Background: an optimization exercise with open tools, aiming at small area. Do not read the settings as production practice. The RTL was checked by simulation tests, not by an equivalence proof against the original design. Power and IR drop assume default switching activity.

==> flow/design.v <==
module buffered_cl_builder
#(
    parameter DATA_WIDTH = 32,
    parameter DATA_PER_CL = 16,
    parameter CL_WIDTH = 512,
    parameter EVICTION_POLICY = "ALL_ZEROS",
    parameter BUFFER_DEPTH = 8,
    parameter ALM_FULL_DIFF = 4
)
(
    input logic clk,
    input logic reset,
    input logic evict,
    input logic data_wr,
    input logic [DATA_WIDTH - 1 : 0 ] data_in,
    input logic cl_rd,
    output logic alm_full,
    output logic out_cl_valid,
    output logic [CL_WIDTH - 1 : 0 ] out_cl
);
    localparam NBIG = 4;                 
    localparam M    = 4;                 
    localparam SA   = 5;                 
    localparam SB   = 6;
    localparam NONE = 7;                 
    localparam NSLOT = 7;
    localparam QLEN = 6;                 
    logic [4:0] bn;                      
    logic [2:0] bslot;                   
    logic       close;
    assign close = bn[4] | evict;
    logic [2:0] count;                   
    logic       c1, c2;                  
    logic       rd;
    assign rd           = cl_rd & (count != 3'd0);
    assign out_cl_valid = (count != 3'd0);
    assign alm_full     = count[2];
    always_ff @(posedge clk) begin
        c1 <= close & ~reset;
        c2 <= c1 & ~reset;
        if (reset)
            count <= '0;
        else
            count <= count + {2'b0, c2} - {2'b0, rd};
    end
    logic [DATA_WIDTH-1:0] big  [NBIG][DATA_PER_CL];
    logic [3:0]            big_n [NBIG];     
    logic [DATA_WIDTH-1:0] med  [3];
    logic [1:0]            med_n;            
    logic [DATA_WIDTH-1:0] sa, sb;
    logic [NSLOT-1:0] occ;               
    logic [2:0]       q [QLEN];
    logic [2:0]       qlen;
    logic [2:0]       head;
    assign head = q[0];
    logic [NSLOT-1:0] freed, avail, wen;
    logic             grow;              
    logic             need_slot;         
    logic [2:0]       ns;                
    logic [1:0]       need;              
    always_comb begin
        freed = '0;
        if (rd && head != NONE) freed[head] = 1'b1;
        grow = ~close & data_wr &
               ((bslot == NONE) ||
                ((bslot == SA || bslot == SB) && bn == 5'd1) ||
                (bslot == M && bn == 5'd3));
        need_slot = (close & data_wr) | grow;
        avail = ~occ | freed;
        if (grow && bslot != NONE) avail[bslot] = 1'b1;
        if (close || bslot == NONE)
            need = 2'd0;
        else if (bslot == M)
            need = 2'd2;
        else
            need = 2'd1;
        if (need == 2'd0 && avail[SA])
            ns = SA;
        else if (need == 2'd0 && avail[SB])
            ns = SB;
        else if (need != 2'd2 && avail[M])
            ns = M;
        else if (avail[0])
            ns = 3'd0;
        else if (avail[1])
            ns = 3'd1;
        else if (avail[2])
            ns = 3'd2;
        else
            ns = 3'd3;
        wen = '0;
        if (need_slot)
            wen[ns] = 1'b1;
        else if (data_wr && bslot != NONE)
            wen[bslot] = 1'b1;
    end
    logic [DATA_WIDTH-1:0] mv [3];
    always_comb begin
        case (bslot)
            3'd0: for (int i = 0; i < 3; i++) mv[i] = big[0][i];
            3'd1: for (int i = 0; i < 3; i++) mv[i] = big[1][i];
            3'd2: for (int i = 0; i < 3; i++) mv[i] = big[2][i];
            3'd3: for (int i = 0; i < 3; i++) mv[i] = big[3][i];
            3'd4: for (int i = 0; i < 3; i++) mv[i] = med[i];
            3'd5: begin mv[0] = sa; mv[1] = med[0]; mv[2] = med[1]; end
            default: begin mv[0] = sb; mv[1] = med[0]; mv[2] = med[1]; end
        endcase
    end
    always_ff @(posedge clk) begin
        if (reset) begin
            occ   <= '0;
            qlen  <= '0;
            bn    <= '0;
            bslot <= NONE;
        end
        else begin
            qlen <= qlen + {2'b0, close} - {2'b0, rd};
            occ  <= (occ & ~freed & ~((grow && bslot != NONE) ? (7'b1 << bslot) : 7'b0)) | wen;
            if (close) begin
                bn    <= {4'b0, data_wr};
                bslot <= data_wr ? ns : NONE;
            end
            else if (data_wr) begin
                bn <= bn + 5'd1;
                if (grow) bslot <= ns;
            end
        end
        for (int i = 0; i < QLEN; i++) begin
            if (close && (qlen - {2'b0, rd}) == i)
                q[i] <= (bn == 5'd0) ? NONE : bslot;
            else if (rd)
                q[i] <= (i == QLEN - 1) ? q[i] : q[i+1];
        end
        if (close) begin
            for (int s = 0; s < NBIG; s++)
                if (bslot == s) big_n[s] <= bn[3:0] - 4'd1;
            if (bslot == M) med_n <= bn[1:0] - 2'd1;
        end
        for (int s = 0; s < NBIG; s++) begin
            if (wen[s]) begin
                big[s][0] <= data_in;
                for (int i = 1; i < 4; i++) big[s][i] <= mv[i-1];
                for (int i = 4; i < DATA_PER_CL; i++) big[s][i] <= big[s][i-1];
            end
        end
        if (wen[M]) begin
            med[0] <= data_in;
            med[1] <= mv[0];
            med[2] <= mv[1];
        end
        if (wen[SA]) sa <= data_in;
        if (wen[SB]) sb <= data_in;
    end
    logic [3:0] head_n;                  
    logic       head_some;               
    always_comb begin
        head_some = 1'b1;
        case (head)
            3'd0: head_n = big_n[0];
            3'd1: head_n = big_n[1];
            3'd2: head_n = big_n[2];
            3'd3: head_n = big_n[3];
            3'd4: head_n = {2'b0, med_n};
            3'd5, 3'd6: head_n = 4'd0;
            default: begin head_n = 4'd0; head_some = 1'b0; end
        endcase
    end
    always_comb begin
        for (int i = 0; i < DATA_PER_CL; i++) begin
            logic [DATA_WIDTH-1:0] w;
            case (head)
                3'd0: w = big[0][i];
                3'd1: w = big[1][i];
                3'd2: w = big[2][i];
                3'd3: w = big[3][i];
                3'd4: w = (i < 3) ? med[i % 3] : '0;
                3'd5: w = (i == 0) ? sa : '0;
                3'd6: w = (i == 0) ? sb : '0;
                default: w = '0;
            endcase
            out_cl[i*DATA_WIDTH +: DATA_WIDTH] = (head_some && i <= head_n) ? w : '0;
        end
    end
endmodule
export LEC_CHECK = 0
export CAP_MARGIN = 20
export CORE_MARGIN = 2
export CORE_UTILIZATION = 50
export SETUP_SLACK_MARGIN = 0.1
export SLEW_MARGIN = 20
export SYNTH_MEMORY_MAX_BITS = 8192
create_clock -name core_clock -period 6.0 [get_ports {clk}]
standard.sh (not shown) runs the stock make flow with config.mk's settings and CLKGATE_MAP_FILE= SYNTH_SCRIPT=/design/flow/synth_recipe.tcl, a recipe that flattens the netlist after the stock synthesis.
==> flow/flow/run.sh <==
#!/bin/bash
# Layout: the standard flow (standard.sh), with two changes:
#  - ports are buffered with sky130_fd_sc_hd__buf_1 (every input and output still gets a buffer)
#  - clock tree synthesis does not insert dummy loads, and clusters up to 30 sinks
# standard.sh's make output goes to make_flow.log here; ORFS writes each step's log under orfs/logs.
set -euo pipefail
export BUFFER_PORTS_ARGS="-buffer_cell sky130_fd_sc_hd__buf_1"
export CTS_ARGS="-sink_clustering_enable -repair_clock_nets -dont_use_dummy_load -buf_list sky130_fd_sc_hd__clkbuf_16 -sink_clustering_size 30 -sink_clustering_max_diameter 80"
bash standard.sh finish > make_flow.log 2>&1
Next try:
--- a/flow/design.v
+++ b/flow/design.v
@@ -163,22 +163,25 @@
             3'd4: head_n = {2'b0, med_n};
             3'd5, 3'd6: head_n = 4'd0;
             default: begin head_n = 4'd0; head_some = 1'b0; end
         endcase
     end
+    logic [NSLOT-1:0] hsel;
+    logic [DATA_PER_CL-1:0] hmask;
+    always_comb begin
+        hsel = '0;
+        if (head != NONE) hsel[head] = 1'b1;
+        for (int i = 0; i < DATA_PER_CL; i++)
+            hmask[i] = (i <= head_n);
+    end
     always_comb begin
         for (int i = 0; i < DATA_PER_CL; i++) begin
             logic [DATA_WIDTH-1:0] w;
-            case (head)
-                3'd0: w = big[0][i];
-                3'd1: w = big[1][i];
-                3'd2: w = big[2][i];
-                3'd3: w = big[3][i];
-                3'd4: w = (i < 3) ? med[i % 3] : '0;
-                3'd5: w = (i == 0) ? sa : '0;
-                3'd6: w = (i == 0) ? sb : '0;
-                default: w = '0;
-            endcase
-            out_cl[i*DATA_WIDTH +: DATA_WIDTH] = (head_some && i <= head_n) ? w : '0;
+            w = '0;
+            for (int s = 0; s < NBIG; s++)
+                w = w | ({DATA_WIDTH{hsel[s] & hmask[i]}} & big[s][i]);
+            if (i < 3) w = w | ({DATA_WIDTH{hsel[M] & hmask[i]}} & med[i % 3]);
+            if (i == 0) w = w | ({DATA_WIDTH{hsel[SA]}} & sa) | ({DATA_WIDTH{hsel[SB]}} & sb);
+            out_cl[i*DATA_WIDTH +: DATA_WIDTH] = w;
         end
     end
 endmodule
Outcome: Die area shrinks by 1.2%; register-to-register slack is worse by 0.06 ns; sequential share of layout area rises by 0.60 points; design area came out lower by 0.83%; worst setup slack improves by 0.18 ns; global-route usage is lower by 0.14 points; clock-buffer cell count drops by 1; critical path depth shrinks by 1; sequential power increases by about 3%.

[afterwards: timing with drivers on the ports]
No port has a modelled driver above. Below, the same layouts with a new extraction and two added sets of constraints. Step 1 (the two cells are an assumption about what drives the block):
set clk [get_ports {clk}]
set_driving_cell -lib_cell sky130_fd_sc_hd__clkbuf_16 $clk
set_driving_cell -lib_cell sky130_fd_sc_hd__buf_2 [delete_from_list [all_inputs] $clk]
Step 2 also shifts input and output timing later by t, the mid clock arrival at the registers, as if the neighbouring blocks saw the same clock. Slacks: no drivers / after step 1 / after step 2; pairs: no drivers / after step 1.
run	t, ns	slack for setup (ns)	hold slack, ns	worst slew at a driven data input, ns	cell pins on the clock port's net
the first run	0.811	0.315 / 0.234 / 0.663	0.376 / 0.376 / 0.376	0.13	1
the second run	0.800	0.496 / 0.409 / 0.777	0.334 / 0.334 / 0.334	0.06	1
After both steps setup and hold are still met in every run listed.
